Background: an optimization exercise with open tools, aiming at small area, a short achievable clock period and few clock cycles. Do not read the settings as production practice.
At most, simulation tests tie the RTL to the original design; equivalence was not proved.
No activity file was given, so power comes from the tool's default toggle rates.

Setup of the previous run:
## engine
module engine (
   input                      clk,
   input                      rst,
   output                     done,
   input    [63:0]            num_rows_in,
   input    [63:0]            row_start_in,
   input    [63:0]            row_skip_in,
   input    [63:0]            rows_size_in,            
   input    [63:0]            hash_mask_in,
   input                      row_rq_stall_in,
   output                     row_rq_vld_out,
   output   [47:0]            row_rq_vadr_out,
   output                     row_rs_stall_out,
   input                      row_rs_vld_in,
   input    [63:0]            row_rs_data_in,
   input                      ht_rq_afull_in,
   output                     ht_rq_vld_out,
   output   [47:0]            ht_rq_address_out,
   output                     ht_rs_afull_out,
   input                      ht_rs_write_en_in,
   input    [63:0]            ht_rs_data_in,
   input                      ll_rq_0_afull_in,
   output                     ll_rq_0_vld_out,
   output   [47:0]            ll_rq_0_address_out,
   output                     ll_rs_0_afull_out,
   input                      ll_rs_0_write_en_in,
   input    [63:0]            ll_rs_0_data_in,
   input                      ll_rq_1_afull_in,
   output                     ll_rq_1_vld_out,
   output   [47:0]            ll_rq_1_address_out,
   output                     ll_rs_1_afull_out,
   input                      ll_rs_1_write_en_in,
   input    [63:0]            ll_rs_1_data_in,
   output                     output_empty_out,
   input                      output_read_en_in,
   output   [63:0]            output_dim_table_out,
   output   [63:0]            output_fact_table_out
);
Settings: LEC_CHECK=0, CAP_MARGIN=20, CORE_MARGIN=2, CORE_UTILIZATION=50, SLEW_MARGIN=20, TNS_END_PERCENT=100; clock period 11.0 ns.
standard.sh (not shown) runs the stock make flow with config.mk's settings and CLKGATE_MAP_FILE= SYNTH_SCRIPT=/design/flow/synth_recipe.tcl, a recipe that flattens the netlist after the stock synthesis.
==> flow/flow/run.sh <==
#!/bin/bash
set -euo pipefail
export BUFFER_PORTS_ARGS="-buffer_cell sky130_fd_sc_hd__buf_1"
export SETUP_SLACK_MARGIN=6.3
bash standard.sh > standard_flow.log 2>&1
### the previous run -> the current run
-- flow/design.v --
<<< the previous run, line 38
   output   [63:0]            output_fact_table_out
);
   localparam  K        = 14;           
   localparam  TW       = 4;            
   localparam  HTD      = 8;            
>>> the current run, line 38
   output   [63:0]            output_fact_table_out
);
   localparam  K        = 16;           
   localparam  TW       = 4;            
   localparam  HTD      = 8;            
Findings:
Compared to the previous run, the current run has aggregate global-route resource usage 0.44 points lower. Measured against each other, the previous run and the current run differ in met1 track demand over resource, the higher figure coming from the previous run. The current run ended with every stage complete and zero timing, DRC or antenna violations. Total met2 wirelength after detailed routing ends up higher on the current run. The current run: final period demand of the worst path lower than the previous run. Core footprint grows by a few percent when moving from the previous run to the current run. Between the previous run and the current run, final net count is higher for the current run, the previous run comes in under that. The post-synthesis instance area in the current run sits about 6% above the value recorded for the previous run. The current run ends up with higher cell-internal power than the previous run does. Setup slack in the current run is 38 ps higher than in the previous run. Against the previous run as the reference, the current run delivers a higher non-clock buffer count. Per the comparison of the current run with the previous run, total power up about 4%; total area of multi-input combinational cells up about 3.6%.
Testbench counts of the current run, summed over its fixed seeds: cycles 29,088.
No functional check of the RTL was part of the previous run.

--- another note on this design; it stands on its own ---

// engine
module engine (
   input                      clk,
   input                      rst,
   output                     done,
   input    [63:0]            num_rows_in,
   input    [63:0]            row_start_in,
   input    [63:0]            row_skip_in,
   input    [63:0]            rows_size_in,            
   input    [63:0]            hash_mask_in,
   input                      row_rq_stall_in,
   output                     row_rq_vld_out,
   output   [47:0]            row_rq_vadr_out,
   output                     row_rs_stall_out,
   input                      row_rs_vld_in,
   input    [63:0]            row_rs_data_in,
   input                      ht_rq_afull_in,
   output                     ht_rq_vld_out,
   output   [47:0]            ht_rq_address_out,
   output                     ht_rs_afull_out,
   input                      ht_rs_write_en_in,
   input    [63:0]            ht_rs_data_in,
   input                      ll_rq_0_afull_in,
   output                     ll_rq_0_vld_out,
   output   [47:0]            ll_rq_0_address_out,
   output                     ll_rs_0_afull_out,
   input                      ll_rs_0_write_en_in,
   input    [63:0]            ll_rs_0_data_in,
   input                      ll_rq_1_afull_in,
   output                     ll_rq_1_vld_out,
   output   [47:0]            ll_rq_1_address_out,
   output                     ll_rs_1_afull_out,
   input                      ll_rs_1_write_en_in,
   input    [63:0]            ll_rs_1_data_in,
   output                     output_empty_out,
   input                      output_read_en_in,
   output   [63:0]            output_dim_table_out,
   output   [63:0]            output_fact_table_out
);
Size in the first run: ~6500 cells after synthesis, about 1900 flip-flops, ~920 I/O pins, roughly 0.087 mm^2 of cells after synthesis.
export LEC_CHECK = 0
export CAP_MARGIN = 20
export CORE_MARGIN = 2
export CORE_UTILIZATION = 50
export SLEW_MARGIN = 20
export TNS_END_PERCENT = 100
create_clock -name core_clock -period 11.0 [get_ports {clk}]
standard.sh (not shown) runs the stock make flow with config.mk's settings and CLKGATE_MAP_FILE= SYNTH_SCRIPT=/design/flow/synth_recipe.tcl, a recipe that flattens the netlist after the stock synthesis.
==> flow/flow/run.sh <==
#!/bin/bash
set -euo pipefail
export BUFFER_PORTS_ARGS="-buffer_cell sky130_fd_sc_hd__buf_1"
export SETUP_SLACK_MARGIN=6.5
bash standard.sh > standard_flow.log 2>&1
The starting point went through all stages and came out clean.
Testbench counts at the start, summed over its fixed seeds: cycles 29,088.
==> next run, changes <==
==> flow/flow/run.sh (replaced) <==
#!/bin/bash
set -euo pipefail
export BUFFER_PORTS_ARGS="-buffer_cell sky130_fd_sc_hd__buf_1"
export SETUP_SLACK_MARGIN=6.3
bash standard.sh > standard_flow.log 2>&1
--- a/flow/config.mk
+++ b/flow/config.mk
@@ -9,4 +9,5 @@
 export CORE_MARGIN = 2
 export CORE_UTILIZATION = 50
+export CTS_BUF_LIST = sky130_fd_sc_hd__clkbuf_4 sky130_fd_sc_hd__clkbuf_8
 export SLEW_MARGIN = 20
 export TNS_END_PERCENT = 100
The new run produced a clean layout.
Synthesized area is unchanged.
Clock-buffer cell count went up by 244.
Routed wire length went up slightly.
Via count rose slightly.
Register-to-register slack gains 0.11 ns.
Cell area goes down slightly.
Power came out lower slightly.
Critical path depth stays the same.
Non-clock buffer count goes down by 35.

## what the ideal ports hide
No port has a modelled driver above. Below, the same layouts with a new extraction and two added sets of constraints.
Step 1 (the two cells are an assumption about what drives the block):
set clk [get_ports {clk}]
set_driving_cell -lib_cell sky130_fd_sc_hd__clkbuf_16 $clk
set_driving_cell -lib_cell sky130_fd_sc_hd__buf_2 [delete_from_list [all_inputs] $clk]
Step 2 moves the port delays by t, midway between the first and last clock arrival at a register: inputs arrive t later, outputs are due t later. That takes back most of the time a late clock gives input paths.
Slacks: ideal / step 1 / step 2; pairs: ideal / step 1.
| run | t, ns | setup slack, ns | clock arrival spread, ns | worst register clock-pin slew, ns | pins driven straight from the clock port |
|---|---|---|---|---|---|
| the previous run | 0.915 | 6.141 / 6.058 / 5.407 | 0.036 / 0.036 | 0.06 / 0.06 | 1 |
| the current run | 0.895 | 6.179 / 6.090 / 5.502 | 0.057 / 0.058 | 0.07 / 0.07 | 1 |
| the first run of note 2 | 0.893 | 6.160 / 6.080 / 5.588 | 0.070 / 0.069 | 0.07 / 0.07 | 1 |
| the second run of note 2 | 1.099 | 6.184 / 6.091 / 5.328 | 0.084 / 0.084 | 0.07 / 0.07 | 1 |
After both steps setup and hold are still met in every run listed. The setup slack of the second run of note 2, which loses most, moves by -0.093 ns with the drivers and by -0.856 ns with both steps.
